This design comes from an exercise in tuning for small area, a short achievable clock period and few clock cycles on the open sky130 flow, not from production work. At most, simulation tests tie the RTL to the original design; equivalence was not proved. No functional check of the RTL was part of runs 1 and 2. No activity file was given, so power comes from the tool's default toggle rates.

File: flow/flow/run.sh
#!/bin/bash
# Own layout flow: the standard flow with these changes.
#  - Synthesis: the standard flow's synthesis script, except that
#    * Yosys's extract_fa runs only inside module fa3 (the RTL's full adder),
#      so every fa3 becomes one sky130_fd_sc_hd__fa_1 and all other logic is
#      left to abc (no half adders or inverters forced around adders);
#    * the modules named in flow/abc_mods.txt are kept as their own modules
#      until the final flatten, and abc maps each of them with the script
#      named beside it (scripts in flow/).
#    Everything else, including the final flatten and renaming, is
#    synth_recipe.tcl as given.
#  - Port buffers: plain sky130_fd_sc_hd__buf_1 instead of the buffer that
#    buffer_ports picks by itself (a 0.5 ns clkdlybuf4s50_1).
# make's output goes to standard.log; each ORFS step keeps its own log.
set -euo pipefail
W=$PWD
S="$FLOW_HOME/scripts/synth.tcl"
grep -q 'extract_fa {\*}\[dont_use_extract_fa_args\]' "$S"
grep -q '^  log_cmd abc {\*}$abc_args$' "$S"
MODS=""
KEEP="fa3"
ABC_TCL=""
while read -r m s; do
  [[ -z "$m" ]] && continue
  [[ -f "$W/flow/$s" ]]
  ABC_TCL+="  set a \$abc_args\\n  lset a 1 $W/flow/$s\\n  log_cmd abc {*}\$a $m\\n"
  [[ "$m" != "$FLOW_TOP" ]] && KEEP+=" $m"
done < "$W/flow/abc_mods.txt"
sed -e 's/extract_fa {\*}\[dont_use_extract_fa_args\]/extract_fa -fa fa3/' \
  -e "s#^  log_cmd abc {\*}\$abc_args\$#$ABC_TCL#" \
  "$S" > "$W/own_synth_body.tcl"
sed "s#source \$::env(SCRIPTS_DIR)/synth.tcl#source $W/own_synth_body.tcl#" \
  "$W/synth_recipe.tcl" > "$W/own_synth.tcl"
grep -q "own_synth_body.tcl" "$W/own_synth.tcl"
bash standard.sh "SYNTH_SCRIPT=$W/own_synth.tcl" "SYNTH_KEEP_MODULES=$KEEP" \
  "BUFFER_PORTS_ARGS=-buffer_cell sky130_fd_sc_hd__buf_1" finish > standard.log 2>&1
File: flow/flow/abc3.script
strash
dch
map -a
topo
stime -c
buffer -c
upsize -c
dnsize -c
File: flow/flow/abc8.script
strash
dch
map
topo
stime -c
buffer -c
upsize -c
dnsize -c
File: flow/flow/abc_mods.txt
cpa abc8.script
outside abc3.script
modular_reduction abc3.script
File: flow/standard.sh
#!/bin/bash
# synth_recipe.tcl (not shown) runs the flow's synth.tcl, then flattens the netlist and writes it again
# the make line also repeats each setting of config.mk as NAME=value (left out here)
make -C /OpenROAD-flow-scripts/flow DESIGN_CONFIG=/design/flow/config.mk WORK_HOME=/design/flow/orfs CLKGATE_MAP_FILE= SYNTH_SCRIPT=/design/flow/synth_recipe.tcl "${@:-finish}"
File: flow/config.mk
export PLATFORM = sky130hd
export DESIGN_NAME = modular_reduction
export DESIGN_NICKNAME = modular_reduction
export VERILOG_FILES = /design/flow/design.v
export SDC_FILE = /design/flow/constraint.sdc
export NUM_CORES = 4
export LEC_CHECK = 0
export CAP_MARGIN = 20
export CORE_MARGIN = 2
export CORE_UTILIZATION = 40
export SETUP_SLACK_MARGIN = 0.6
export SLEW_MARGIN = 20
File: flow/constraint.sdc
create_clock -name core_clock -period 5.0 [get_ports {clk}]
set_input_delay 1.0000 -clock core_clock [delete_from_list [all_inputs] [get_ports {clk}]]
set_output_delay 1.0000 -clock core_clock [all_outputs]
set_load 0.01 [all_outputs]
File: flow/design.v
module modular_reduction #(
    parameter DATA_WIDTH = 48,
    parameter Q_WIDTH    = 23
) (
    input  wire clk,
    input  wire rst_n,
    input  wire start,
    output reg  done,
    input  wire [DATA_WIDTH-1:0] data_in,
    output wire [Q_WIDTH-1:0]    data_out
);
  wire [47:0] x = data_in;
  wire [47:0] nx = ~data_in;
  wire hs0, hc0, hs1, hc1, hs2, hc2, fs0, fc0, hs3, hc3, fs1, fc1, fs2, fc2, hs4, hc4, fs3, fc3, fs4, fc4, hs5, hc5, fs5, fc5, fs6, fc6, fs7, fc7, fs8, fc8, fs9, fc9, fs10, fc10, fs11, fc11, hs6, hc6, fs12, fc12, hs7, hc7, fs13, fc13, hs8, hc8, fs14, fc14, hs9, hc9, fs15, fc15, hs10, hc10, hs11, hc11, fs16, fc16, fs17, fc17, fs18, fc18, fs19, fc19, fs20, fc20, fs21, fc21, fs22, fc22, fs23, fc23, fs24, fc24, fs25, fc25, fs26, fc26, fs27, fc27, fs28, fc28, fs29, fc29, fs30, fc30, fs31, fc31, fs32, fc32, fs33, fc33, fs34, fc34, fs35, fc35, fs36, fc36, fs37, fc37, hs12, hc12, hs13, hc13, fs38, fc38, fs39, fc39, fs40, fc40, fs41, fc41, fs42, fc42, fs43, fc43, fs44, fc44, fs45, fc45, fs46, fc46, fs47, fc47, fs48, fc48, fs49, fc49, fs50, fc50, fs51, fc51, fs52, fc52, fs53, fc53, fs54, fc54, fs55, fc55, fs56, fc56, fs57, fc57, fs58, fc58, fs59, fc59, fs60, fc60;
  assign hs0 = x[15] ^ x[25];
  assign hc0 = x[15] & x[25];
  assign hs1 = x[16] ^ x[26];
  assign hc1 = x[16] & x[26];
  assign hs2 = x[0] ^ x[23];
  assign hc2 = x[0] & x[23];
  fa3 u_fs0 (.a(x[23]), .b(x[24]), .c(x[34]), .s(fs0), .co(fc0));
  assign hs3 = x[1] ^ x[47];
  assign hc3 = x[1] & x[47];
  fa3 u_fs1 (.a(x[25]), .b(x[2]), .c(~x[35]), .s(fs1), .co(fc1));
  fa3 u_fs2 (.a(x[25]), .b(x[26]), .c(x[36]), .s(fs2), .co(fc2));
  assign hs4 = ~x[27] ^ ~x[37];
  assign hc4 = ~x[27] & ~x[37];
  fa3 u_fs3 (.a(x[13]), .b(x[23]), .c(x[33]), .s(fs3), .co(fc3));
  fa3 u_fs4 (.a(x[14]), .b(x[24]), .c(x[34]), .s(fs4), .co(fc4));
  assign hs5 = x[37] ^ x[44];
  assign hc5 = x[37] & x[44];
  fa3 u_fs5 (.a(x[35]), .b(x[38]), .c(x[45]), .s(fs5), .co(fc5));
  fa3 u_fs6 (.a(x[37]), .b(x[47]), .c(~hs0), .s(fs6), .co(fc6));
  fa3 u_fs7 (.a(x[36]), .b(x[46]), .c(hc0), .s(fs7), .co(fc7));
  fa3 u_fs8 (.a(x[38]), .b(x[39]), .c(~hs1), .s(fs8), .co(fc8));
  fa3 u_fs9 (.a(x[17]), .b(x[27]), .c(x[37]), .s(fs9), .co(fc9));
  fa3 u_fs10 (.a(x[40]), .b(x[47]), .c(hc1), .s(fs10), .co(fc10));
  fa3 u_fs11 (.a(x[18]), .b(x[28]), .c(x[38]), .s(fs11), .co(fc11));
  assign hs6 = ~x[40] ^ x[41];
  assign hc6 = ~x[40] & x[41];
  fa3 u_fs12 (.a(x[19]), .b(x[29]), .c(x[39]), .s(fs12), .co(fc12));
  assign hs7 = ~x[41] ^ x[42];
  assign hc7 = ~x[41] & x[42];
  fa3 u_fs13 (.a(x[20]), .b(x[30]), .c(x[40]), .s(fs13), .co(fc13));
  assign hs8 = ~x[42] ^ x[43];
  assign hc8 = ~x[42] & x[43];
  fa3 u_fs14 (.a(x[21]), .b(x[31]), .c(x[41]), .s(fs14), .co(fc14));
  assign hs9 = ~x[43] ^ x[44];
  assign hc9 = ~x[43] & x[44];
  fa3 u_fs15 (.a(x[22]), .b(x[32]), .c(x[42]), .s(fs15), .co(fc15));
  assign hs10 = ~x[44] ^ x[45];
  assign hc10 = ~x[44] & x[45];
  assign hs11 = x[46] ^ hs2;
  assign hc11 = x[46] & hs2;
  fa3 u_fs16 (.a(~x[44]), .b(hc2), .c(hs3), .s(fs16), .co(fc16));
  fa3 u_fs17 (.a(x[45]), .b(~hc3), .c(fc0), .s(fs17), .co(fc17));
  fa3 u_fs18 (.a(x[3]), .b(~x[46]), .c(fc1), .s(fs18), .co(fc18));
  fa3 u_fs19 (.a(~x[47]), .b(x[4]), .c(hs4), .s(fs19), .co(fc19));
  fa3 u_fs20 (.a(x[28]), .b(x[5]), .c(hc4), .s(fs20), .co(fc20));
  fa3 u_fs21 (.a(x[28]), .b(~x[29]), .c(x[39]), .s(fs21), .co(fc21));
  fa3 u_fs22 (.a(x[29]), .b(~x[30]), .c(x[40]), .s(fs22), .co(fc22));
  fa3 u_fs23 (.a(x[30]), .b(~x[31]), .c(x[41]), .s(fs23), .co(fc23));
  fa3 u_fs24 (.a(x[31]), .b(~x[32]), .c(x[42]), .s(fs24), .co(fc24));
  fa3 u_fs25 (.a(x[10]), .b(~x[32]), .c(x[33]), .s(fs25), .co(fc25));
  fa3 u_fs26 (.a(x[11]), .b(~x[33]), .c(x[34]), .s(fs26), .co(fc26));
  fa3 u_fs27 (.a(x[12]), .b(~x[34]), .c(x[35]), .s(fs27), .co(fc27));
  fa3 u_fs28 (.a(x[35]), .b(x[36]), .c(~x[43]), .s(fs28), .co(fc28));
  fa3 u_fs29 (.a(hs5), .b(fc3), .c(fs4), .s(fs29), .co(fc29));
  fa3 u_fs30 (.a(hc5), .b(fc4), .c(fs5), .s(fs30), .co(fc30));
  fa3 u_fs31 (.a(fc5), .b(~fc6), .c(fs7), .s(fs31), .co(fc31));
  fa3 u_fs32 (.a(fs9), .b(fc7), .c(fs10), .s(fs32), .co(fc32));
  fa3 u_fs33 (.a(hs6), .b(fc9), .c(fs11), .s(fs33), .co(fc33));
  fa3 u_fs34 (.a(hc6), .b(hs7), .c(fc11), .s(fs34), .co(fc34));
  fa3 u_fs35 (.a(hc7), .b(hs8), .c(fc12), .s(fs35), .co(fc35));
  fa3 u_fs36 (.a(hc8), .b(hs9), .c(fc13), .s(fs36), .co(fc36));
  fa3 u_fs37 (.a(hc9), .b(hs10), .c(fc14), .s(fs37), .co(fc37));
  assign hs12 = hc10 ^ fc15;
  assign hc12 = hc10 & fc15;
  assign hs13 = ~x[33] ^ ~x[43];
  assign hc13 = ~x[33] & ~x[43];
  fa3 u_fs38 (.a(~fs0), .b(hc11), .c(fs16), .s(fs38), .co(fc38));
  fa3 u_fs39 (.a(fs1), .b(fc16), .c(~fs17), .s(fs39), .co(fc39));
  fa3 u_fs40 (.a(fs2), .b(fc17), .c(~fs18), .s(fs40), .co(fc40));
  fa3 u_fs41 (.a(~fc2), .b(fs19), .c(fc18), .s(fs41), .co(fc41));
  fa3 u_fs42 (.a(~x[38]), .b(fc19), .c(fs20), .s(fs42), .co(fc42));
  fa3 u_fs43 (.a(x[6]), .b(~fs21), .c(fc20), .s(fs43), .co(fc43));
  fa3 u_fs44 (.a(~x[7]), .b(fc21), .c(fs22), .s(fs44), .co(fc44));
  fa3 u_fs45 (.a(~x[8]), .b(fc22), .c(fs23), .s(fs45), .co(fc45));
  fa3 u_fs46 (.a(~x[9]), .b(fc23), .c(fs24), .s(fs46), .co(fc46));
  fa3 u_fs47 (.a(x[43]), .b(fc24), .c(~fs25), .s(fs47), .co(fc47));
  fa3 u_fs48 (.a(~x[44]), .b(fc25), .c(fs26), .s(fs48), .co(fc48));
  fa3 u_fs49 (.a(~x[45]), .b(fc26), .c(fs27), .s(fs49), .co(fc49));
  fa3 u_fs50 (.a(fc27), .b(~fs28), .c(fs3), .s(fs50), .co(fc50));
  fa3 u_fs51 (.a(x[46]), .b(fc28), .c(~fs29), .s(fs51), .co(fc51));
  fa3 u_fs52 (.a(~fs6), .b(fc29), .c(fs30), .s(fs52), .co(fc52));
  fa3 u_fs53 (.a(~fs8), .b(fc30), .c(fs31), .s(fs53), .co(fc53));
  fa3 u_fs54 (.a(~fc8), .b(fc31), .c(fs32), .s(fs54), .co(fc54));
  fa3 u_fs55 (.a(fc10), .b(fs33), .c(fc32), .s(fs55), .co(fc55));
  fa3 u_fs56 (.a(fs12), .b(fc33), .c(fs34), .s(fs56), .co(fc56));
  fa3 u_fs57 (.a(fs13), .b(fc34), .c(fs35), .s(fs57), .co(fc57));
  fa3 u_fs58 (.a(fs14), .b(fc35), .c(fs36), .s(fs58), .co(fc58));
  fa3 u_fs59 (.a(fs15), .b(fc36), .c(fs37), .s(fs59), .co(fc59));
  fa3 u_fs60 (.a(~x[45]), .b(hs12), .c(fc37), .s(fs60), .co(fc60));
  wire [25:0] ra = {1'b0, fc60, fc59, fc58, fc57, fc56, fc55, fc54, fc53, fc52, ~fc51, fc50, fc49, fc48, ~fc47, ~fc46, ~fc45, ~fc44, fc43, fc42, fc41, ~fc40, fc39, fc38, hc13, hs13};
  wire [25:0] rb = {1'b0, hc12, fs60, fs59, fs58, fs57, fs56, fs55, fs54, fs53, fs52, ~fs51, fs50, fs49, fs48, ~fs47, ~fs46, ~fs45, ~fs44, fs43, fs42, fs41, ~fs40, fs39, fs38, hs11};
  wire [25:0] y_next;
  cpa u_cpa (.ra(ra), .rb(rb), .y_next(y_next));
  reg [25:0] y;
  always @(posedge clk) begin
    y <= y_next;
  end
  always @(posedge clk or negedge rst_n) begin
    if (!rst_n) done <= 1'b0;
    else        done <= start;
  end
  outside u_out (.y(y), .data_out(data_out));
endmodule
module cpa (
    input  wire [25:0] ra,
    input  wire [25:0] rb,
    output wire [25:0] y_next
);
  wire [25:0] g0 = ra & rb;
  wire [25:0] p0 = ra ^ rb;
  wire G0_1 = g0[1] | (p0[1] & g0[0]);
  wire G0_3 = g0[3] | (p0[3] & g0[2]);
  wire P0_3 = p0[3] & p0[2];
  wire G0_5 = g0[5] | (p0[5] & g0[4]);
  wire P0_5 = p0[5] & p0[4];
  wire G0_7 = g0[7] | (p0[7] & g0[6]);
  wire P0_7 = p0[7] & p0[6];
  wire G0_9 = g0[9] | (p0[9] & g0[8]);
  wire P0_9 = p0[9] & p0[8];
  wire G0_11 = g0[11] | (p0[11] & g0[10]);
  wire P0_11 = p0[11] & p0[10];
  wire G0_13 = g0[13] | (p0[13] & g0[12]);
  wire P0_13 = p0[13] & p0[12];
  wire G0_15 = g0[15] | (p0[15] & g0[14]);
  wire P0_15 = p0[15] & p0[14];
  wire G0_17 = g0[17] | (p0[17] & g0[16]);
  wire P0_17 = p0[17] & p0[16];
  wire G0_19 = g0[19] | (p0[19] & g0[18]);
  wire P0_19 = p0[19] & p0[18];
  wire G0_21 = g0[21] | (p0[21] & g0[20]);
  wire P0_21 = p0[21] & p0[20];
  wire G0_23 = g0[23] | (p0[23] & g0[22]);
  wire P0_23 = p0[23] & p0[22];
  wire G0_25 = g0[25] | (p0[25] & g0[24]);
  wire P0_25 = p0[25] & p0[24];
  wire G1_2 = g0[2] | (p0[2] & G0_1);
  wire G1_3 = G0_3 | (P0_3 & G0_1);
  wire G1_6 = g0[6] | (p0[6] & G0_5);
  wire P1_6 = p0[6] & P0_5;
  wire G1_7 = G0_7 | (P0_7 & G0_5);
  wire P1_7 = P0_7 & P0_5;
  wire G1_10 = g0[10] | (p0[10] & G0_9);
  wire P1_10 = p0[10] & P0_9;
  wire G1_11 = G0_11 | (P0_11 & G0_9);
  wire P1_11 = P0_11 & P0_9;
  wire G1_14 = g0[14] | (p0[14] & G0_13);
  wire P1_14 = p0[14] & P0_13;
  wire G1_15 = G0_15 | (P0_15 & G0_13);
  wire P1_15 = P0_15 & P0_13;
  wire G1_18 = g0[18] | (p0[18] & G0_17);
  wire P1_18 = p0[18] & P0_17;
  wire G1_19 = G0_19 | (P0_19 & G0_17);
  wire P1_19 = P0_19 & P0_17;
  wire G1_22 = g0[22] | (p0[22] & G0_21);
  wire P1_22 = p0[22] & P0_21;
  wire G1_23 = G0_23 | (P0_23 & G0_21);
  wire P1_23 = P0_23 & P0_21;
  wire G2_4 = g0[4] | (p0[4] & G1_3);
  wire G2_5 = G0_5 | (P0_5 & G1_3);
  wire G2_6 = G1_6 | (P1_6 & G1_3);
  wire G2_7 = G1_7 | (P1_7 & G1_3);
  wire G2_12 = g0[12] | (p0[12] & G1_11);
  wire P2_12 = p0[12] & P1_11;
  wire G2_13 = G0_13 | (P0_13 & G1_11);
  wire P2_13 = P0_13 & P1_11;
  wire G2_14 = G1_14 | (P1_14 & G1_11);
  wire P2_14 = P1_14 & P1_11;
  wire G2_15 = G1_15 | (P1_15 & G1_11);
  wire P2_15 = P1_15 & P1_11;
  wire G2_20 = g0[20] | (p0[20] & G1_19);
  wire P2_20 = p0[20] & P1_19;
  wire G2_21 = G0_21 | (P0_21 & G1_19);
  wire P2_21 = P0_21 & P1_19;
  wire G2_22 = G1_22 | (P1_22 & G1_19);
  wire P2_22 = P1_22 & P1_19;
  wire G2_23 = G1_23 | (P1_23 & G1_19);
  wire P2_23 = P1_23 & P1_19;
  wire G3_8 = g0[8] | (p0[8] & G2_7);
  wire G3_9 = G0_9 | (P0_9 & G2_7);
  wire G3_10 = G1_10 | (P1_10 & G2_7);
  wire G3_11 = G1_11 | (P1_11 & G2_7);
  wire G3_12 = G2_12 | (P2_12 & G2_7);
  wire G3_13 = G2_13 | (P2_13 & G2_7);
  wire G3_14 = G2_14 | (P2_14 & G2_7);
  wire G3_15 = G2_15 | (P2_15 & G2_7);
  wire G3_24 = g0[24] | (p0[24] & G2_23);
  wire P3_24 = p0[24] & P2_23;
  wire G3_25 = G0_25 | (P0_25 & G2_23);
  wire P3_25 = P0_25 & P2_23;
  wire G4_16 = g0[16] | (p0[16] & G3_15);
  wire G4_17 = G0_17 | (P0_17 & G3_15);
  wire G4_18 = G1_18 | (P1_18 & G3_15);
  wire G4_19 = G1_19 | (P1_19 & G3_15);
  wire G4_20 = G2_20 | (P2_20 & G3_15);
  wire G4_21 = G2_21 | (P2_21 & G3_15);
  wire G4_22 = G2_22 | (P2_22 & G3_15);
  wire G4_23 = G2_23 | (P2_23 & G3_15);
  wire G4_24 = G3_24 | (P3_24 & G3_15);
  wire G4_25 = G3_25 | (P3_25 & G3_15);
  wire [25:0] cy = {G4_24, G4_23, G4_22, G4_21, G4_20, G4_19, G4_18, G4_17, G4_16, G3_15, G3_14, G3_13, G3_12, G3_11, G3_10, G3_9, G3_8, G2_7, G2_6, G2_5, G2_4, G1_3, G1_2, G0_1, g0[0], 1'b0};
  assign y_next = p0 ^ cy;
endmodule
module outside (
    input  wire [25:0] y,
    output wire [22:0]   data_out
);
  wire [2:0]  yh = y[25:23];
  wire [9:0]  H  = y[22:13];
  wire [12:0] L  = y[12:0];
  wire        allH = &H[9:3];
  wire        Lnz  = |L[12:3];
  wire upc, up, b3, c16, b3_0, b3_1, b13_0, b13_1, c16_0, c16_1;
  wire [2:0] l3, h3, l3_0, l3_1, h3_0, h3_1;
  wire tup_new_n12, tup_new_n13, tup_new_n14, tup_new_n15, tup_new_n16, tup_new_n17, tup_new_n18, tup_new_n19, tup_new_n20, tup_new_n21, tup_new_n22, tup_new_n23, tup_new_n24, tup_new_n25, tup_new_n26, tup_new_n27, tup_new_n28, tup_new_n29, tup_new_n30, tup_new_n31, tup_new_n32, tup_new_n33, tup_new_n34;
  assign tup_new_n12 = ~yh[0] & ~H[0];
  assign tup_new_n13 = yh[0] & H[0];
  assign tup_new_n14 = ~Lnz & ~tup_new_n13;
  assign tup_new_n15 = ~L[2] & tup_new_n14;
  assign tup_new_n16 = H[0] & L[0];
  assign tup_new_n17 = L[1] & tup_new_n16;
  assign tup_new_n18 = tup_new_n15 & ~tup_new_n17;
  assign tup_new_n19 = ~tup_new_n12 & ~tup_new_n18;
  assign tup_new_n20 = ~H[1] & ~tup_new_n19;
  assign tup_new_n21 = ~yh[2] & ~tup_new_n20;
  assign tup_new_n22 = yh[1] & ~tup_new_n21;
  assign tup_new_n23 = ~yh[2] & ~yh[1];
  assign tup_new_n24 = H[2] & ~tup_new_n23;
  assign tup_new_n25 = yh[2] & ~tup_new_n15;
  assign tup_new_n26 = ~H[2] & ~tup_new_n25;
  assign tup_new_n27 = H[2] & L[2];
  assign tup_new_n28 = ~L[1] & tup_new_n14;
  assign tup_new_n29 = ~tup_new_n16 & tup_new_n28;
  assign tup_new_n30 = ~tup_new_n27 & tup_new_n29;
  assign tup_new_n31 = ~tup_new_n12 & ~tup_new_n30;
  assign tup_new_n32 = H[1] & tup_new_n31;
  assign tup_new_n33 = ~tup_new_n26 & tup_new_n32;
  assign tup_new_n34 = ~tup_new_n24 & ~tup_new_n33;
  assign upc = ~tup_new_n22 & ~tup_new_n34;
  assign up = allH & upc;
  wire tl0_new_n11, tl0_new_n12, tl0_new_n13, tl0_new_n14, tl0_new_n15, tl0_new_n16, tl0_new_n17, tl0_new_n18, tl0_new_n19, tl0_new_n20, tl0_new_n21, tl0_new_n23, tl0_new_n24, tl0_new_n25, tl0_new_n26, tl0_new_n27, tl0_new_n29, tl0_new_n30, tl0_new_n31, tl0_new_n33, tl0_new_n34;
  assign tl0_new_n11 = yh[0] & ~L[0];
  assign tl0_new_n12 = ~L[1] & tl0_new_n11;
  assign tl0_new_n13 = yh[2] & tl0_new_n12;
  assign tl0_new_n14 = ~yh[1] & tl0_new_n13;
  assign tl0_new_n15 = yh[2] & yh[1];
  assign tl0_new_n16 = L[1] & ~tl0_new_n11;
  assign tl0_new_n17 = yh[1] & ~tl0_new_n16;
  assign tl0_new_n18 = ~yh[2] & ~tl0_new_n12;
  assign tl0_new_n19 = ~tl0_new_n17 & tl0_new_n18;
  assign tl0_new_n20 = ~L[2] & ~tl0_new_n19;
  assign tl0_new_n21 = ~tl0_new_n15 & tl0_new_n20;
  assign b3_0 = tl0_new_n14 | tl0_new_n21;
  assign tl0_new_n23 = ~tl0_new_n14 & ~tl0_new_n19;
  assign tl0_new_n24 = L[2] & ~tl0_new_n23;
  assign tl0_new_n25 = ~yh[2] & ~L[2];
  assign tl0_new_n26 = tl0_new_n12 & ~tl0_new_n25;
  assign tl0_new_n27 = tl0_new_n21 & ~tl0_new_n26;
  assign l3_0[2] = tl0_new_n24 | tl0_new_n27;
  assign tl0_new_n29 = ~tl0_new_n12 & ~tl0_new_n16;
  assign tl0_new_n30 = ~yh[1] & ~tl0_new_n29;
  assign tl0_new_n31 = tl0_new_n17 & tl0_new_n18;
  assign l3_0[1] = tl0_new_n30 | tl0_new_n31;
  assign tl0_new_n33 = ~yh[0] & L[0];
  assign tl0_new_n34 = ~tl0_new_n11 & ~tl0_new_n33;
  assign l3_0[0] = ~tl0_new_n15 & ~tl0_new_n34;
  assign b13_0 = b3_0 & ~Lnz;
  wire th0_new_n12, th0_new_n13, th0_new_n14, th0_new_n15, th0_new_n16, th0_new_n17, th0_new_n18, th0_new_n19, th0_new_n20, th0_new_n21, th0_new_n22, th0_new_n23, th0_new_n24, th0_new_n25, th0_new_n26, th0_new_n27, th0_new_n28, th0_new_n29, th0_new_n30, th0_new_n32, th0_new_n33, th0_new_n34, th0_new_n35, th0_new_n36, th0_new_n37, th0_new_n38, th0_new_n39, th0_new_n40, th0_new_n41, th0_new_n42, th0_new_n43, th0_new_n44, th0_new_n45, th0_new_n46, th0_new_n47, th0_new_n48, th0_new_n49, th0_new_n50, th0_new_n51, th0_new_n52, th0_new_n54, th0_new_n55, th0_new_n56, th0_new_n57, th0_new_n58, th0_new_n59, th0_new_n61, th0_new_n62, th0_new_n63, th0_new_n64, th0_new_n65, th0_new_n66;
  assign th0_new_n12 = ~yh[1] & ~H[1];
  assign th0_new_n13 = yh[2] & yh[1];
  assign th0_new_n14 = ~th0_new_n12 & ~th0_new_n13;
  assign th0_new_n15 = yh[0] & ~b13_0;
  assign th0_new_n16 = H[0] & th0_new_n15;
  assign th0_new_n17 = ~yh[2] & ~H[2];
  assign th0_new_n18 = th0_new_n16 & ~th0_new_n17;
  assign th0_new_n19 = th0_new_n14 & th0_new_n18;
  assign th0_new_n20 = ~yh[0] & b13_0;
  assign th0_new_n21 = ~H[0] & th0_new_n20;
  assign th0_new_n22 = ~H[1] & th0_new_n21;
  assign th0_new_n23 = yh[2] & H[2];
  assign th0_new_n24 = ~th0_new_n22 & th0_new_n23;
  assign th0_new_n25 = ~yh[1] & th0_new_n24;
  assign th0_new_n26 = yh[1] & H[1];
  assign th0_new_n27 = ~yh[2] & th0_new_n26;
  assign th0_new_n28 = ~th0_new_n21 & th0_new_n27;
  assign th0_new_n29 = H[2] & th0_new_n28;
  assign th0_new_n30 = ~th0_new_n25 & ~th0_new_n29;
  assign c16_0 = th0_new_n19 | ~th0_new_n30;
  assign th0_new_n32 = H[1] & th0_new_n18;
  assign th0_new_n33 = ~th0_new_n23 & th0_new_n32;
  assign th0_new_n34 = H[1] & th0_new_n16;
  assign th0_new_n35 = th0_new_n24 & ~th0_new_n34;
  assign th0_new_n36 = ~th0_new_n13 & ~th0_new_n35;
  assign th0_new_n37 = ~th0_new_n33 & th0_new_n36;
  assign th0_new_n38 = ~th0_new_n16 & th0_new_n17;
  assign th0_new_n39 = ~th0_new_n26 & th0_new_n38;
  assign th0_new_n40 = ~yh[2] & th0_new_n12;
  assign th0_new_n41 = ~H[2] & th0_new_n40;
  assign th0_new_n42 = ~th0_new_n39 & ~th0_new_n41;
  assign th0_new_n43 = yh[1] & th0_new_n16;
  assign th0_new_n44 = ~th0_new_n21 & th0_new_n26;
  assign th0_new_n45 = ~th0_new_n43 & ~th0_new_n44;
  assign th0_new_n46 = H[2] & ~th0_new_n45;
  assign th0_new_n47 = yh[2] & H[1];
  assign th0_new_n48 = ~H[2] & ~th0_new_n47;
  assign th0_new_n49 = ~th0_new_n40 & ~th0_new_n48;
  assign th0_new_n50 = th0_new_n21 & ~th0_new_n49;
  assign th0_new_n51 = ~th0_new_n46 & ~th0_new_n50;
  assign th0_new_n52 = th0_new_n42 & th0_new_n51;
  assign h3_0[2] = th0_new_n37 & th0_new_n52;
  assign th0_new_n54 = ~th0_new_n16 & ~th0_new_n21;
  assign th0_new_n55 = th0_new_n12 & ~th0_new_n38;
  assign th0_new_n56 = ~th0_new_n27 & ~th0_new_n55;
  assign th0_new_n57 = ~th0_new_n54 & th0_new_n56;
  assign th0_new_n58 = th0_new_n14 & ~th0_new_n26;
  assign th0_new_n59 = th0_new_n54 & ~th0_new_n58;
  assign h3_0[1] = ~th0_new_n57 & ~th0_new_n59;
  assign th0_new_n61 = th0_new_n20 & ~th0_new_n41;
  assign th0_new_n62 = ~H[0] & ~th0_new_n15;
  assign th0_new_n63 = ~th0_new_n61 & th0_new_n62;
  assign th0_new_n64 = H[0] & th0_new_n20;
  assign th0_new_n65 = ~th0_new_n13 & ~th0_new_n16;
  assign th0_new_n66 = ~th0_new_n64 & th0_new_n65;
  assign h3_0[0] = ~th0_new_n63 & th0_new_n66;
  wire tl1_new_n11, tl1_new_n12, tl1_new_n13, tl1_new_n14, tl1_new_n15, tl1_new_n16, tl1_new_n17, tl1_new_n18, tl1_new_n19, tl1_new_n20, tl1_new_n21, tl1_new_n23, tl1_new_n24, tl1_new_n25, tl1_new_n26, tl1_new_n27, tl1_new_n29, tl1_new_n30, tl1_new_n31, tl1_new_n32, tl1_new_n34, tl1_new_n35, tl1_new_n36;
  assign tl1_new_n11 = ~yh[0] & L[0];
  assign tl1_new_n12 = L[1] & tl1_new_n11;
  assign tl1_new_n13 = ~L[1] & ~tl1_new_n11;
  assign tl1_new_n14 = ~yh[1] & ~tl1_new_n13;
  assign tl1_new_n15 = ~tl1_new_n12 & ~tl1_new_n14;
  assign tl1_new_n16 = ~yh[2] & ~tl1_new_n15;
  assign tl1_new_n17 = L[2] & ~tl1_new_n13;
  assign tl1_new_n18 = yh[2] & ~tl1_new_n17;
  assign tl1_new_n19 = ~yh[1] & tl1_new_n18;
  assign tl1_new_n20 = ~yh[2] & ~L[2];
  assign tl1_new_n21 = ~tl1_new_n19 & ~tl1_new_n20;
  assign b3_1 = ~tl1_new_n16 & ~tl1_new_n21;
  assign tl1_new_n23 = ~tl1_new_n16 & tl1_new_n21;
  assign tl1_new_n24 = ~L[2] & tl1_new_n16;
  assign tl1_new_n25 = ~L[2] & ~tl1_new_n14;
  assign tl1_new_n26 = ~tl1_new_n20 & tl1_new_n25;
  assign tl1_new_n27 = ~tl1_new_n24 & ~tl1_new_n26;
  assign l3_1[2] = ~tl1_new_n23 & tl1_new_n27;
  assign tl1_new_n29 = ~tl1_new_n12 & ~tl1_new_n13;
  assign tl1_new_n30 = ~yh[2] & yh[1];
  assign tl1_new_n31 = tl1_new_n29 & tl1_new_n30;
  assign tl1_new_n32 = ~yh[1] & ~tl1_new_n29;
  assign l3_1[1] = tl1_new_n31 | tl1_new_n32;
  assign tl1_new_n34 = yh[2] & yh[1];
  assign tl1_new_n35 = yh[0] & ~L[0];
  assign tl1_new_n36 = ~tl1_new_n11 & ~tl1_new_n35;
  assign l3_1[0] = ~tl1_new_n34 & tl1_new_n36;
  assign b13_1 = b3_1 & ~Lnz;
  wire th1_new_n12, th1_new_n13, th1_new_n14, th1_new_n15, th1_new_n16, th1_new_n17, th1_new_n18, th1_new_n19, th1_new_n20, th1_new_n21, th1_new_n22, th1_new_n23, th1_new_n24, th1_new_n26, th1_new_n27, th1_new_n28, th1_new_n29, th1_new_n30, th1_new_n31, th1_new_n32, th1_new_n33, th1_new_n34, th1_new_n35, th1_new_n37, th1_new_n38, th1_new_n39, th1_new_n40, th1_new_n42, th1_new_n43, th1_new_n44, th1_new_n45, th1_new_n46;
  assign th1_new_n12 = ~yh[2] & H[2];
  assign th1_new_n13 = b13_1 & ~H[0];
  assign th1_new_n14 = ~b13_1 & H[0];
  assign th1_new_n15 = ~yh[0] & ~th1_new_n14;
  assign th1_new_n16 = ~th1_new_n13 & ~th1_new_n15;
  assign th1_new_n17 = ~H[1] & ~th1_new_n16;
  assign th1_new_n18 = H[1] & th1_new_n16;
  assign th1_new_n19 = ~yh[1] & ~th1_new_n18;
  assign th1_new_n20 = ~th1_new_n17 & ~th1_new_n19;
  assign th1_new_n21 = th1_new_n12 & th1_new_n20;
  assign th1_new_n22 = ~H[2] & ~th1_new_n18;
  assign th1_new_n23 = yh[2] & ~yh[1];
  assign th1_new_n24 = ~th1_new_n22 & th1_new_n23;
  assign c16_1 = th1_new_n21 | th1_new_n24;
  assign th1_new_n26 = ~yh[2] & ~H[2];
  assign th1_new_n27 = th1_new_n20 & th1_new_n26;
  assign th1_new_n28 = yh[2] & H[2];
  assign th1_new_n29 = ~th1_new_n26 & ~th1_new_n28;
  assign th1_new_n30 = th1_new_n19 & th1_new_n29;
  assign th1_new_n31 = th1_new_n12 & th1_new_n17;
  assign th1_new_n32 = th1_new_n18 & th1_new_n28;
  assign th1_new_n33 = ~yh[1] & th1_new_n32;
  assign th1_new_n34 = ~th1_new_n31 & ~th1_new_n33;
  assign th1_new_n35 = ~th1_new_n30 & th1_new_n34;
  assign h3_1[2] = th1_new_n27 | ~th1_new_n35;
  assign th1_new_n37 = ~th1_new_n17 & ~th1_new_n18;
  assign th1_new_n38 = ~yh[2] & yh[1];
  assign th1_new_n39 = ~th1_new_n37 & th1_new_n38;
  assign th1_new_n40 = ~yh[1] & th1_new_n37;
  assign h3_1[1] = th1_new_n39 | th1_new_n40;
  assign th1_new_n42 = yh[2] & yh[1];
  assign th1_new_n43 = ~th1_new_n13 & ~th1_new_n14;
  assign th1_new_n44 = yh[0] & th1_new_n43;
  assign th1_new_n45 = ~yh[0] & ~th1_new_n43;
  assign th1_new_n46 = ~th1_new_n44 & ~th1_new_n45;
  assign h3_1[0] = ~th1_new_n42 & th1_new_n46;
  assign b3 = up ? b3_1 : b3_0;
  assign l3 = up ? l3_1 : l3_0;
  assign c16 = up ? c16_1 : c16_0;
  assign h3 = up ? h3_1 : h3_0;
  wire [9:0]  fl;
  wire [9:0]  zl;                        
  genvar gi;
  assign zl[0] = 1'b1;
  generate
    for (gi = 1; gi < 10; gi = gi + 1) begin : g_zl
      assign zl[gi] = zl[gi-1] & ~L[gi+2];
    end
  endgenerate
  generate
    for (gi = 0; gi < 10; gi = gi + 1) begin : g_dec
      if (gi == 0) begin : g0
        assign fl[gi] = b3;
      end else begin : gn
        assign fl[gi] = b3 & zl[gi];
      end
    end
  endgenerate
  wire [9:0]  mid = L[12:3] ^ fl;
  wire [6:0]  fh;
  wire [6:0]  ah;                        
  assign ah[0] = 1'b1;
  generate
    for (gi = 1; gi < 7; gi = gi + 1) begin : g_ah
      assign ah[gi] = ah[gi-1] & H[gi+2];
    end
  endgenerate
  generate
    for (gi = 0; gi < 7; gi = gi + 1) begin : g_inc
      if (gi == 0) begin : g0
        assign fh[gi] = c16;
      end else begin : gn
        assign fh[gi] = c16 & ah[gi];
      end
    end
  endgenerate
  wire [6:0]  hi = H[9:3] ^ fh;
  assign data_out = {hi, h3, mid, l3};
endmodule
module fa3 (
    input  wire a,
    input  wire b,
    input  wire c,
    output wire s,
    output wire co
);
  assign s  = a ^ b ^ c;
  assign co = (a & b) | (a & c) | (b & c);
endmodule
==> results of run 1 <==
-- how the worst max path moves through the flow --
stage,end,slack (ns),cells past startpoint
after global routing,data_out[8],0.62,24
final,y[18],1.03,14
after detailed placement,y[18],0.74,14
after floorplan,y[25],1.32,12
after global placement,y[20],0.81,14
after CTS,data_out[19],0.94,18
-- modules after synthesis, one instance, submodules excluded --
module / flops+latches / cells
cpa: 0 / 257
outside: 0 / 193
modular_reduction: 27 / 105
fa3: 0 / 1
-- flip-flops by register name, indices dropped and copies added, names as in the netlist --
signal,count
y,26
done,1
-- final cells by class --
cell class | instances | area [um2]
clock buffer | 4 | 45.0
fill | 1104 | 5860
inverter | 115 | 432
multi-input combinational | 474 | 3440
sequential | 27 | 546
tap | 140 | 175
timing repair buffer | 76 | 294
-- synth_stat cells, types with 2 or more instances --
cell type  number
inv_1         108
nor2_1        108
nand2_1        92
fa_1           61
a21oi_1        34
dfxtp_1        26
o21ai_0        24
o211ai_1       15
xor2_1         15
nand3_1        14
o22ai_1        14
xnor2_1        14
and2_1         10
nor2_2          9
nor3_1          9
a31oi_1         7
inv_2           7
nand4_1         6
o21ai_2         4
a22oi_1         3
a31oi_2         3
nor2_4          3
o21bai_1        3
clkbuf_1        2
nand2b_1        2
o2111ai_1       2
xor2_2          2
-- metal layers --
layer / up-vias / global-route usage [%] / routed length [um]
met5: - / 0 / 0
met4: 0 / 4.40 / 115
met3: 10 / 1.49 / 536
met2: 131 / 35.0 / 5410
met1: 1981 / 28.0 / 5120
li1: 2115 / - / -
-- kinds of logic (layout without fill, tap and decap cells) --
kind of cell / after synthesis / count (layout) / synth area share [%]
AOI/OAI and AO/OA: 120 / 120 / 17.8
xor gates and xnor gates: 31 / 31 / 6.50
adders and majority gates: 61 / 61 / 27.7
buffers and inverters: 118 / 195 / 10.1
DFF: 27 / 27 / 12.4
other: 1 / 4 / 0.0850
and+or+nand+nor: 258 / 258 / 25.5
-- power groups by stage --
stage               registers [mW]  clock network, mW  logic, mW
finish                       0.442              0.122       1.91
global route                 0.460              0.137       2.19
CTS                          0.440              0.130       1.91
detailed placement           0.445                  0       1.90
global placement             0.446                  0       1.86
floorplan                    0.413                  0       1.46
-- cells in the final DEF (no fill, tap or decap), types with 10 or more instances in the layout --
cell type / n
nand2_1: 92
buf_1: 73
xor2_1: 15
nor2_1: 107
o211ai_1: 15
inv_1: 108
fa_1: 61
xnor2_1: 14
nand3_1: 14
o21ai_0: 24
o22ai_1: 14
a21oi_1: 34
dfxtp_1: 26
and2_1: 10
nor2_2: 10
-- per-stage QoR --
step,hold WS (ns),setup WS [ns],cell area [um2],cells,util (%)
CTS,0.461,0.937,4920,836,45.6
global placement,0.763,0.809,4880,832,45.2
detailed placement,0.767,0.740,4880,832,45.2
finish,0.473,1.03,4930,836,45.7
floorplan,0.704,1.32,4420,619,-
global route,0.457,0.622,4930,836,45.7
==> qor.csv, run 1 <==
stage,metric,value,unit
status,status,no timing/DRC/antenna violations,
die,core footprint,10800,um2
final_layout,Layout Nets,809,
die,initial core utilization,40.9,%
power,Sw Ratio,56.2,%
synthesis,"Primary FF master, synth",dfxtp_1,
worst_setup_path,"Req. time, crit path",5.16,ns
worst_setup_path,startpoint types,input port,
final_layout,share of cells above drive strength 1,6.47,%
worst_setup_path,critical path type,input port to flip-flop,
cts,CTS buffer count,3,
cts,CTS tree,yes,
worst_setup_path,CP max stage delay,0.49,ns
final_layout,layout overhead on the synthesized area,11.8,%
detailed_routing,DRC violations left,0,
cts,cts repair resizes,0,
detailed_routing,Iteration-0 DRC Markers,222,
synthesis,Syn Area/Cell,7.16,um2
sta,unrepaired setup endpoints after global routing,no,
die,# rows,38,
placed_design,GP Congestion,0.907,
cts,clk root buf,clkbuf_8,
synthesis,Post-synth EDFFs,0,
worst_setup_path,crit-path leading delay family,adder cells,
die,Die H,109,um
synthesis,Synth Warn #,1,
worst_setup_path,crit path from,data_in[35],
synthesis,number of synthesized register bits,27,
sta,Max Freq,252,MHz
power,Seq pwr share,17.9,%
global_routing,vias in the first global route,4150,
detailed_routing,Routed WL,11200,um
cts,htree depth,1,
synthesis,share of the synthesized area in the top cell type,27.7,%
sta,period utilization,79.4,%
placed_design,DP HPWL,9910,um
detailed_routing,vias post-DR,4237,
detailed_routing,wire per inst,13.4,um
synthesis,sequential cell area fraction in the yosys report,12.4,%
worst_setup_path,worst path bufs/invs,4,
sta,Sum Neg Setup Slack,0,ns
cts,CTS Sinks,27,
cts,Post-CTS Setup Bufs,0,
power,Tot Pwr,2.47,mW
cts,Worst-path clk slew,0.09,ns
power,Max VDD drop,0.198,mV
cts,cts hold-fix bufs,0,
job,# Max-Cap Violations,0,
global_routing,GRT overflow,0,
sta,"Slew Viols, Final",0,
sta,Final Hold Fails,0,
power,Static Leakage,2.25,nW
global_routing,pin count of the biggest net entering global routing,15,
placed_design,# port buffers,74,
global_routing,initial antenna violation count,0,
power,Int Power,1.08,mW
cts,clk buf depth,2,
detailed_routing,Via density,5.07,
worst_setup_path,Crit. End Element,flip-flop,
synthesis,Synth area leaders,"fa_1 (28%), dfxtp_1 (12%), inv_1 (9.2%)",
final_layout,# diodes,0,
power,PD cells,502,nW/um2
synthesis,leading area contributor after synthesis,fa_1,
worst_setup_path,Worst Path Arrival,4.13,ns
detailed_routing,Antenna Nets Post-Route,0,
global_routing,Total GRT Usage,20.3,%
power,Comb power frac,77.2,%
global_routing,global-route wire length before repair,19100,um
worst_setup_path,worst-path fanout max,10,
power,Net Switching,1.39,mW
sta,setup violators final,0,
detailed_routing,first-pass detailed-route iteration total,5,
power,Clk pwr share,4.9,%
die,die width,109,um
sta,Final min period,3.97,ns
synthesis,ys async rst share,3.70,%
die,IO Pins,75,
worst_setup_path,slowest CP cell,fa_1,
min_path,worst hold path type,input port to async pin,
synthesis,Synth Instances,616,
die,DIE AREA,11900,um2
synthesis,"Cell Area, Synth",4410,um2
synthesis,Netlist cell types,46,
worst_setup_path,worst-path cell chain,buf_1 > inv_1 > fa_1 > fa_1 > inv_1 > fa_1 > inv_1 > nor2_1 > o21ai_0 > a31oi_2 > o21ai_4 > a21oi_4 > o211ai_1 > nand2_1,
==> inputs of run 2 (changes only) <==
==> flow/flow/abc_mods.txt (replaced) <==
cpa abc8.script
outside abc8.script
modular_reduction abc3.script
==> run 2 against run 1 <==
Cell count grew 3.8%. Critical path type is now flip-flop to output pin. Synthesized cell count grew 5.5%. Combinational power grew 5%. Via count grew 6.1%. Cell area grew 6.0%. Sequential power grew 8.1%. Synthesized area grew 7.0%. Worst hold slack gained 0.021 ns. Largest cell class unchanged. Power grew 7.6%. Clock power grew 45%. Critical path depth shrank 4. Flip-flop and latch count is the same.
==> qor.csv, run 2 <==
stage,metric,value,unit,change
synthesis,Netlist cell types,57,,+24%
final_layout,Layout Nets,838,,+3.6%
cts,clk root buf,clkbuf_16,,
sta,Final Hold Fails,0,,unchanged
sta,period utilization,79.7,%,+0.25 points
die,core footprint,11500,um2,+6.2%
power,Max VDD drop,0.281,mV,+42%
final_layout,post-layout util,45.6,%,-0.10 points
sta,"Slew Viols, Final",0,,unchanged
synthesis,"top cells by count, synth","nand2_1 (116), inv_1 (104), nor2_1 (83)",,
synthesis,"count leader, synth",nand2_1,,
synthesis,Post-synth EDFFs,0,,unchanged
cts,htree depth,1,,unchanged
die,IO Pins,75,,unchanged
worst_setup_path,"Req. time, crit path",4.00,ns,-1.16 ns
synthesis,Adder-Cell Fraction of Synth Area,25.9,%,-1.8 points
synthesis,Synth Area in XOR/XNOR,4.96,%,-1.5 points
power,PD cells,509,nW/um2,+1.5%
worst_setup_path,worst-path fanout max,13,,+3
synthesis,"Primary FF master, synth",dfxtp_1,,
job,# Max-Cap Violations,0,,unchanged
die,initial core utilization,41.1,%,+0.27 points
final_layout,share of cells above drive strength 1,7.17,%,+0.71 points
final_layout,largest reg by FF count,y,,
cts,clk buf depth,2,,unchanged
synthesis,sequential cell area fraction in the yosys report,11.6,%,-0.80 points
sta,Hold WS,0.494,ns,+0.0212 ns
cts,cts repair resizes,0,,unchanged
sta,setup violators final,0,,unchanged
sta,Max Freq,251,MHz,-0.31%
final_layout,number of flip-flops in the largest register,26,,unchanged
worst_setup_path,worst-path cell chain,inv_1 > nand2_1 > o22ai_2 > nand2_1 > nand3_1 > nand3_2 > o21ai_0 > nand2_1 > nand2_1 > buf_1,,
final_layout,Fillers,1202,,+8.9%
synthesis,Synth area leaders,"fa_1 (26%), dfxtp_1 (11%), nand2_1 (9.2%)",,
detailed_routing,Routed WL,12300,um,+10%
synthesis,leading area contributor after synthesis,fa_1,,
die,Die H,113,um,+3.3%
global_routing,Total GRT Usage,20.1,%,-0.24 points
synthesis,"Cell Area, Synth",4720,um2,+7.0%
status,status,no timing/DRC/antenna violations,,
placed_design,setup slack after placement,0.747,ns,+0.00727 ns
final_layout,# diodes,0,,unchanged
detailed_routing,wire per inst,14.2,um,+6.0%
cts,CTS buffer count,3,,unchanged
final_layout,"commonest cells after routing, fill and taps aside","nand2_1 (116), inv_1 (104), nor2_1 (83)",,
placed_design,placed cell areas,5150,um2,+5.5%
synthesis,simple-gate portion of the synthesized area,26.3,%,+0.81 points
sta,worst-margin pin slew,0.658,ns,
final_layout,design area,5230,um2,+6.0%
worst_setup_path,Worst Path Arrival,2.98,ns,-1.15 ns
sta,Final WS setup,1.02,ns,-0.0124 ns
detailed_routing,DRC violations left,0,,unchanged
worst_setup_path,startpoint types,flip-flop,,
sta,Sum Neg Setup Slack,0,ns,unchanged
sta,Worst slew margin,56.1,%,
synthesis,number of synthesized register bits,27,,unchanged
global_routing,GRT overflow,0,,unchanged
cts,CTS Sinks,27,,unchanged
detailed_routing,first-pass detailed-route iteration total,5,,unchanged
worst_setup_path,critical path type,flip-flop to output pin,,
final_layout,top flop regs,"y (26), done (1)",,
global_routing,pin count of the biggest net entering global routing,24,,+9
die,# rows,39,,+2.6%
worst_setup_path,CP max stage delay,0.60,ns,+0.11 ns
min_path,worst hold path type,input port to async pin,,
synthesis,share of the synthesized area in the top cell type,25.9,%,-1.8 points
synthesis,Synth Instances,650,,+5.5%
cts,Post-CTS Setup Bufs,0,,unchanged
global_routing,vias in the first global route,4442,,+7.0%
worst_setup_path,slowest CP cell,o22ai_2,,
synthesis,Syn Area/Cell,7.26,um2,+1.4%
die,DIE AREA,12700,um2,+6.7%
placed_design,DP HPWL,10800,um,+9.0%
synthesis,ys async rst share,3.70,%,unchanged
placed_design,DP Cell Count,864,,+3.8%
worst_setup_path,Crit. End Element,output pin,,
placed_design,# port buffers,74,,unchanged
detailed_routing,Antenna Nets Post-Route,0,,unchanged
sta,unrepaired setup endpoints after global routing,no,,
cts,CTS tree,yes,,
final_layout,layout overhead on the synthesized area,10.8,%,
synthesis,Synth Area in Compound Gates,21.4,%,+3.6 points
cts,cts hold-fix bufs,0,,unchanged
placed_design,GP Congestion,0.883,,-2.7%
sta,Final min period,3.98,ns,+0.0124 ns
worst_setup_path,CP most frequent cell,nand2_1,,
detailed_routing,Iteration-0 DRC Markers,306,,+38%
synthesis,mux contribution to synthesized area,0,%,unchanged
cts,Worst-path clk slew,0.07,ns,-0.02 ns
synthesis,largest family of logic cells by synthesized area,simple AND/OR/NAND/NOR gates,,
synthesis,Synth Warn #,1,,unchanged
power,Static Leakage,2.39,nW,+6.2%
power,Tot Pwr,2.66,mW,+7.6%
detailed_routing,vias post-DR,4494,,+6.1%
global_routing,initial antenna violation count,0,,unchanged
die,die width,113,um,+3.3%
final_layout,"most common cell after layout, fill and taps aside",nand2_1,,
detailed_routing,Via density,5.18,,+2.2%
global_routing,global-route wire length before repair,21100,um,+11%
final_layout,final cell count without fillers,868,,+3.8%
==> run 2: cell types whose count changed after synthesis, sizes merged, moves of 3 or more <==
| cell | change |
|---|---|
| xor2 | -3 |
| nand3 | +10 |
| o21bai | +4 |
| o211ai | +10 |
| a21oi | +3 |
| nor2 | -28 |
| xnor2 | -3 |
| buf | +5 |
| inv | -6 |
| o22ai | -3 |
| nand2 | +24 |
| nand4 | +7 |
| o21ai | +7 |
==> run 2: routing by layer <==
layer  vias to the layer above  part of all wire [%]  wire length [um]  GRT usage (%)
li1                       2276                     -                 -              -
met2                       114                    48              5900           35.9
met3                        15                   3.3               405           1.08
met4                         0                   1.2               148           3.41
met1                      2089                    48              5850           27.4
met5                         -                     0                 0              0
==> run 2: path summary, 6_finish.rpt <==
kind	from	slack (ns)	depth (start not counted)	endpoint
worst max-delay path	y[24]	1.02	10	data_out[17]
worst min-delay path	rst_n	0.49	1	done
max in group asynchronous	rst_n	4.41	1	done
min in group core_clock	start	0.84	1	done
==> run 2: critical path: cells and delay by family, from the launching register on <==
| family | cells | cell delay, ns |
|---|---|---|
| simple gates | 6 | 1.08 |
| compound gates | 2 | 0.78 |
| buf+inv | 2 | 0.41 |
| flops | 1 | 0.45 |
==> run 2: layout make-up <==
cell class	count	area (um2)	share of cell area, %
clock buffer	3	75.1	1.44
clock inverter	1	5.00	0.0958
inverter	109	409	7.83
multi-input combinational	509	3720	71.2
sequential	27	546	10.4
tap	143	179	3.42
timing repair buffer	76	293	5.60
==> run 2: power breakdown <==
part           switching, mW  internal (mW)  total, mW
clock                 0.0697          0.108      0.177
sequential             0.141          0.336      0.478
combinational           1.29          0.714       2.01
==> run 2: cell families after synthesis <==
group           count (synthesis)
other cells                     1
simple gates                  273
compound gates                146
fa+ha+maj                      61
buf+inv                       117
flops                          27
xor+xnor                       25
==> run 2: per-module statistics from Yosys (local to each module, per instance) <==
module,cells,copies in the design,flops+latches
cpa,257,1,0
fa3,1,61,0
modular_reduction,105,1,27
outside,227,1,0
==> inputs of run 3 (changes only) <==
--- a/flow/design.v
+++ b/flow/design.v
@@ -103,23 +103,6 @@
   fa3 u_fs60 (.a(~x[45]), .b(hs12), .c(fc37), .s(fs60), .co(fc60));
   wire [25:0] ra = {1'b0, fc60, fc59, fc58, fc57, fc56, fc55, fc54, fc53, fc52, ~fc51, fc50, fc49, fc48, ~fc47, ~fc46, ~fc45, ~fc44, fc43, fc42, fc41, ~fc40, fc39, fc38, hc13, hs13};
   wire [25:0] rb = {1'b0, hc12, fs60, fs59, fs58, fs57, fs56, fs55, fs54, fs53, fs52, ~fs51, fs50, fs49, fs48, ~fs47, ~fs46, ~fs45, ~fs44, fs43, fs42, fs41, ~fs40, fs39, fs38, hs11};
-  wire [25:0] y_next;
-  cpa u_cpa (.ra(ra), .rb(rb), .y_next(y_next));
-  reg [25:0] y;
-  always @(posedge clk) begin
-    y <= y_next;
-  end
-  always @(posedge clk or negedge rst_n) begin
-    if (!rst_n) done <= 1'b0;
-    else        done <= start;
-  end
-  outside u_out (.y(y), .data_out(data_out));
-endmodule
-module cpa (
-    input  wire [25:0] ra,
-    input  wire [25:0] rb,
-    output wire [25:0] y_next
-);
   wire [25:0] g0 = ra & rb;
   wire [25:0] p0 = ra ^ rb;
   wire G0_1 = g0[1] | (p0[1] & g0[0]);
@@ -212,12 +195,15 @@
   wire G4_24 = G3_24 | (P3_24 & G3_15);
   wire G4_25 = G3_25 | (P3_25 & G3_15);
   wire [25:0] cy = {G4_24, G4_23, G4_22, G4_21, G4_20, G4_19, G4_18, G4_17, G4_16, G3_15, G3_14, G3_13, G3_12, G3_11, G3_10, G3_9, G3_8, G2_7, G2_6, G2_5, G2_4, G1_3, G1_2, G0_1, g0[0], 1'b0};
-  assign y_next = p0 ^ cy;
-endmodule
-module outside (
-    input  wire [25:0] y,
-    output wire [22:0]   data_out
-);
+  wire [25:0] y_next = p0 ^ cy;
+  reg [25:0] y;
+  always @(posedge clk) begin
+    y <= y_next;
+  end
+  always @(posedge clk or negedge rst_n) begin
+    if (!rst_n) done <= 1'b0;
+    else        done <= start;
+  end
   wire [2:0]  yh = y[25:23];
   wire [9:0]  H  = y[22:13];
   wire [12:0] L  = y[12:0];
@@ -406,38 +392,24 @@
   assign c16 = up ? c16_1 : c16_0;
   assign h3 = up ? h3_1 : h3_0;
   wire [9:0]  fl;
-  wire [9:0]  zl;                        
   genvar gi;
-  assign zl[0] = 1'b1;
-  generate
-    for (gi = 1; gi < 10; gi = gi + 1) begin : g_zl
-      assign zl[gi] = zl[gi-1] & ~L[gi+2];
-    end
-  endgenerate
   generate
     for (gi = 0; gi < 10; gi = gi + 1) begin : g_dec
       if (gi == 0) begin : g0
         assign fl[gi] = b3;
       end else begin : gn
-        assign fl[gi] = b3 & zl[gi];
+        assign fl[gi] = b3 & ~|L[gi+2:3];
       end
     end
   endgenerate
   wire [9:0]  mid = L[12:3] ^ fl;
   wire [6:0]  fh;
-  wire [6:0]  ah;                        
-  assign ah[0] = 1'b1;
-  generate
-    for (gi = 1; gi < 7; gi = gi + 1) begin : g_ah
-      assign ah[gi] = ah[gi-1] & H[gi+2];
-    end
-  endgenerate
   generate
     for (gi = 0; gi < 7; gi = gi + 1) begin : g_inc
       if (gi == 0) begin : g0
         assign fh[gi] = c16;
       end else begin : gn
-        assign fh[gi] = c16 & ah[gi];
+        assign fh[gi] = c16 & (&H[gi+2:3]);
       end
     end
   endgenerate
==> flow/flow/run.sh (replaced) <==
#!/bin/bash
# Own layout flow: the standard flow with two changes.
#  - Synthesis: the standard flow's synthesis script, except that Yosys's extract_fa runs
#    only inside module fa3 (the RTL's full adder), which is kept as its own
#    module until the final flatten, so every fa3 becomes one
#    sky130_fd_sc_hd__fa_1 and all other logic is left to abc (no half adders
#    and no inverters forced around extracted adders). Everything else,
#    including the final flatten and renaming, is synth_recipe.tcl as given.
#  - Port buffers: plain sky130_fd_sc_hd__buf_1 instead of the buffer that
#    buffer_ports picks by itself (a 0.5 ns clkdlybuf4s50_1).
set -euo pipefail
W=$PWD
grep -q 'extract_fa {\*}\[dont_use_extract_fa_args\]' "$FLOW_HOME/scripts/synth.tcl"
sed 's/extract_fa {\*}\[dont_use_extract_fa_args\]/extract_fa -fa fa3/' \
  "$FLOW_HOME/scripts/synth.tcl" > "$W/own_synth_body.tcl"
sed "s#source \$::env(SCRIPTS_DIR)/synth.tcl#source $W/own_synth_body.tcl#" \
  "$W/synth_recipe.tcl" > "$W/own_synth.tcl"
grep -q "own_synth_body.tcl" "$W/own_synth.tcl"
bash standard.sh "SYNTH_SCRIPT=$W/own_synth.tcl" "SYNTH_KEEP_MODULES=fa3" \
  "BUFFER_PORTS_ARGS=-buffer_cell sky130_fd_sc_hd__buf_1" finish > standard.log 2>&1
--- a/flow/config.mk
+++ b/flow/config.mk
@@ -5,6 +5,7 @@
 export SDC_FILE = /design/flow/constraint.sdc
 export NUM_CORES = 4
 export LEC_CHECK = 0
+export ABC_AREA = 1
 export CAP_MARGIN = 20
 export CORE_MARGIN = 2
 export CORE_UTILIZATION = 40
removed: flow/flow/abc3.script
removed: flow/flow/abc8.script
removed: flow/flow/abc_mods.txt
==> run 3 against run 2 <==
Synthesized area fell by 7.5%. Die area shrank 7.2%. Combinational power shrank about 10%. Worst setup slack worse by 0.15 ns. Sequential share of layout area grew 0.90 points. Utilization down 0.79 points. Sequential power down 4%. First-iteration DRC count is 47% lower. Cell count increased by 0.58%. Critical path depth increased by 4. Clock-buffer cell count did not move. Power fell by 10%. Critical path type is now input port to flip-flop.
==> qor.csv, run 3 <==
stage,metric,value,unit,change
worst_setup_path,slowest CP cell,fa_1,,
cts,CTS Sinks,27,,unchanged
job,# Max-Cap Violations,0,,unchanged
die,# rows,38,,-2.6%
placed_design,DP HPWL,9450,um,-13%
die,IO Pins,75,,unchanged
detailed_routing,DRC violations left,0,,unchanged
sta,Sum Neg Setup Slack,0,ns,unchanged
worst_setup_path,worst-path fanout max,6,,-7
synthesis,ys async rst share,3.70,%,unchanged
sta,Final WS setup,0.870,ns,-0.146 ns
final_layout,"commonest cells after routing, fill and taps aside","nand2_1 (195), inv_1 (118), nor2_1 (88)",,
power,Static Leakage,2.52,nW,+5.2%
worst_setup_path,"Req. time, crit path",5.19,ns,+1.19 ns
synthesis,largest family of logic cells by synthesized area,simple AND/OR/NAND/NOR gates,,
cts,htree depth,1,,unchanged
cts,clk buf depth,2,,unchanged
worst_setup_path,Worst Path Arrival,4.32,ns,+1.34 ns
synthesis,Synth Warn #,1,,unchanged
final_layout,largest reg by FF count,y,,
final_layout,# diodes,0,,unchanged
synthesis,Post-synth EDFFs,0,,unchanged
power,PD cells,495,nW/um2,-2.8%
worst_setup_path,worst path bufs/invs,3,,+1
power,Max VDD drop,0.165,mV,-41%
die,Die H,108,um,-3.7%
detailed_routing,first-pass detailed-route iteration total,4,,-1
synthesis,Synth Area in Compound Gates,5.99,%,-15 points
cts,Worst-path clk slew,0.10,ns,+0.03 ns
worst_setup_path,crit-path leading delay family,adder cells,,
synthesis,"count leader, synth",nand2_1,,
placed_design,GP Congestion,0.879,,-0.39%
final_layout,register area,546,um2,unchanged
worst_setup_path,startpoint types,input port,,
placed_design,DP Cell Count,869,,+0.58%
synthesis,Syn Area/Cell,6.59,um2,-9.1%
synthesis,number of synthesized register bits,27,,unchanged
sta,"Slew Viols, Final",0,,unchanged
worst_setup_path,CP most frequent cell,fa_1,,
cts,CTS tree,yes,,
sta,Final Hold Fails,0,,unchanged
placed_design,setup slack after placement,0.530,ns,-0.217 ns
final_layout,design area,4810,um2,-7.9%
worst_setup_path,Crit. End Element,flip-flop,,
detailed_routing,Antenna Nets Post-Route,0,,unchanged
detailed_routing,wire per inst,12.2,um,-14%
final_layout,Layout Nets,846,,+0.95%
worst_setup_path,CP max stage delay,0.56,ns,-0.04 ns
final_layout,Fillers,1163,,-3.2%
min_path,worst hold path type,input port to async pin,,
worst_setup_path,worst-path cell chain,buf_1 > fa_1 > fa_1 > fa_1 > nand2_1 > inv_1 > nor2_1 > a21oi_1 > o21ai_0 > inv_1 > o21ai_0 > a21boi_0 > nand3_1 > nand2_1,,
die,core footprint,10700,um2,-6.3%
global_routing,GRT overflow,0,,unchanged
die,die width,108,um,-3.7%
sta,period utilization,82.6,%,+2.9 points
detailed_routing,Iteration-0 DRC Markers,162,,-47%
cts,clk root buf,clkbuf_8,,
sta,setup violators final,0,,unchanged
synthesis,leading area contributor after synthesis,fa_1,,
global_routing,initial antenna violation count,0,,unchanged
detailed_routing,Via density,4.77,,-7.9%
sta,unrepaired setup endpoints after global routing,no,,
global_routing,pin count of the biggest net entering global routing,16,,-33%
synthesis,simple-gate portion of the synthesized area,36.8,%,+10 points
final_layout,share of cells above drive strength 1,3.96,%,-3.2 points
synthesis,"Cell Area, Synth",4360,um2,-7.5%
final_layout,layout overhead on the synthesized area,10.3,%,
detailed_routing,Routed WL,10600,um,-14%
synthesis,Synth Area in XOR/XNOR,5.22,%,+0.26 points
synthesis,Adder-Cell Fraction of Synth Area,28.0,%,+2.1 points
placed_design,# port buffers,74,,unchanged
sta,worst-margin pin slew,0.631,ns,-0.0274 ns
sta,Max Freq,242,MHz,-3.5%
global_routing,global-route wire length before repair,18500,um,-12%
synthesis,Netlist cell types,32,,-44%
synthesis,mux contribution to synthesized area,0,%,unchanged
synthesis,share of the synthesized area in the top cell type,28.0,%,+2.1 points
synthesis,"Primary FF master, synth",dfxtp_1,,
final_layout,final cell count without fillers,873,,+0.58%
final_layout,area of the multi-input gates,3320,um2,-11%
sta,Final min period,4.13,ns,+0.146 ns
cts,cts hold-fix bufs,0,,unchanged
synthesis,Synth Instances,662,,+1.8%
global_routing,Total GRT Usage,19.7,%,-0.42 points
synthesis,sequential cell area fraction in the yosys report,12.5,%,+0.93 points
placed_design,placed cell areas,4770,um2,-7.4%
cts,CTS buffer count,3,,unchanged
final_layout,number of flip-flops in the largest register,26,,unchanged
synthesis,"top cells by count, synth","nand2_1 (195), inv_1 (118), nor2_1 (88)",,
final_layout,top flop regs,"y (26), done (1)",,
detailed_routing,vias post-DR,4161,,-7.4%
die,DIE AREA,11800,um2,-7.2%
status,status,no timing/DRC/antenna violations,,
worst_setup_path,critical path type,input port to flip-flop,,
die,initial core utilization,40.6,%,-0.51 points
cts,Post-CTS Setup Bufs,0,,unchanged
synthesis,Synth area leaders,"fa_1 (28%), nand2_1 (17%), dfxtp_1 (12%)",,
global_routing,vias in the first global route,4129,,-7.0%
cts,cts repair resizes,0,,unchanged
final_layout,"most common cell after layout, fill and taps aside",nand2_1,,
sta,Worst slew margin,57.8,%,+1.7 points
[run 3: per-layer routing]
layer  vias up  track usage (%)  wire [um]
li1       2162                -          -
met1      1908             26.6       5100
met2        80             34.4       4980
met3        11             1.69        391
met4         0             4.12        133
met5         -                0          0
[run 3: Yosys stat by module (local to each module, per instance)]
module | times used | cells inside | cell area, um2
modular_reduction | 1 | 601 | 3140
fa3 | 61 | 1 | 20.0
[run 3: layout make-up]
| cell class | instances | area share, % |
|---|---|---|
| repair buffers | 74 | 5.77 |
| clock inverters | 1 | 0.104 |
| well taps | 140 | 3.64 |
| multi-input cells | 508 | 68.9 |
| inverters | 120 | 9.36 |
| clock buffers | 3 | 0.858 |
| flip-flops and latches | 27 | 11.3 |
[run 3: kinds of logic after synthesis]
kind of cell | count (synthesis)
simple gates | 373
buf+inv | 127
fa+ha+maj | 61
compound gates | 48
flops | 27
xor+xnor | 26
[run 3: worst max-delay path by stage]
stage / startpoint / end / slack (ns) / cells after the start
final: data_in[37] / y[22] / 0.87 / 14
after global routing: data_in[37] / y[22] / 0.60 / 14
after CTS: data_in[37] / y[22] / 0.84 / 14
after detailed placement: data_in[37] / y[22] / 0.53 / 14
after global placement: data_in[37] / y[22] / 0.63 / 14
after floorplan: data_in[17] / y[22] / 1.17 / 13
[run 3: stage by stage]
stage               power (mW)  hold WS [ns]  utilization, %
detailed placement        2.27         0.774            44.4
global route              2.72         0.456            44.8
global placement          2.24         0.763            44.4
CTS                       2.40         0.460            44.8
finish                    2.38         0.461            44.8
floorplan                 1.85         0.704               -
[run 3: where the power goes]
group | switching (mW) | internal (mW)
logic | 1.16 | 0.638
registers | 0.125 | 0.336
clock network | 0.0705 | 0.0560
Testbench counts of run 3, summed over its fixed seeds: cycles 16,000.

[separate check: timing with driven ports]
The flow's constraints put no driver on any port. The routed layouts listed below were extracted and timed again, unchanged, in two steps.
Step 1: set_driving_cell puts a clkbuf_16 on clk and a buf_2 on each other input, an assumption about the parent block.
Step 2 moves the port delays by t, midway between the first and last clock arrival at a register: inputs arrive t later, outputs are due t later. That takes back most of the time a late clock gives input paths.
Three values: no drivers, after step 1, after step 2; two values: the first two.
run	shift t [ns]	slack for setup (ns)	worst hold slack (ns)	latest minus earliest clock arrival (ns)	slew at the worst register clock pin (ns)
run 1	0.296	1.029 / 1.022 / 0.728	0.473 / 0.466 / 0.762	0.003 / 0.003	0.09 / 0.09
run 2	0.286	1.017 / 0.985 / 0.734	0.494 / 0.487 / 0.773	0.006 / 0.006	0.07 / 0.07
run 3	0.309	0.870 / 0.883 / 0.573	0.461 / 0.450 / 0.760	0.016 / 0.015	0.10 / 0.10
After both steps setup and hold are still met in every run listed. For run 1, which loses most, drivers alone change the setup slack by -0.007 ns; drivers and shift together by -0.301 ns.
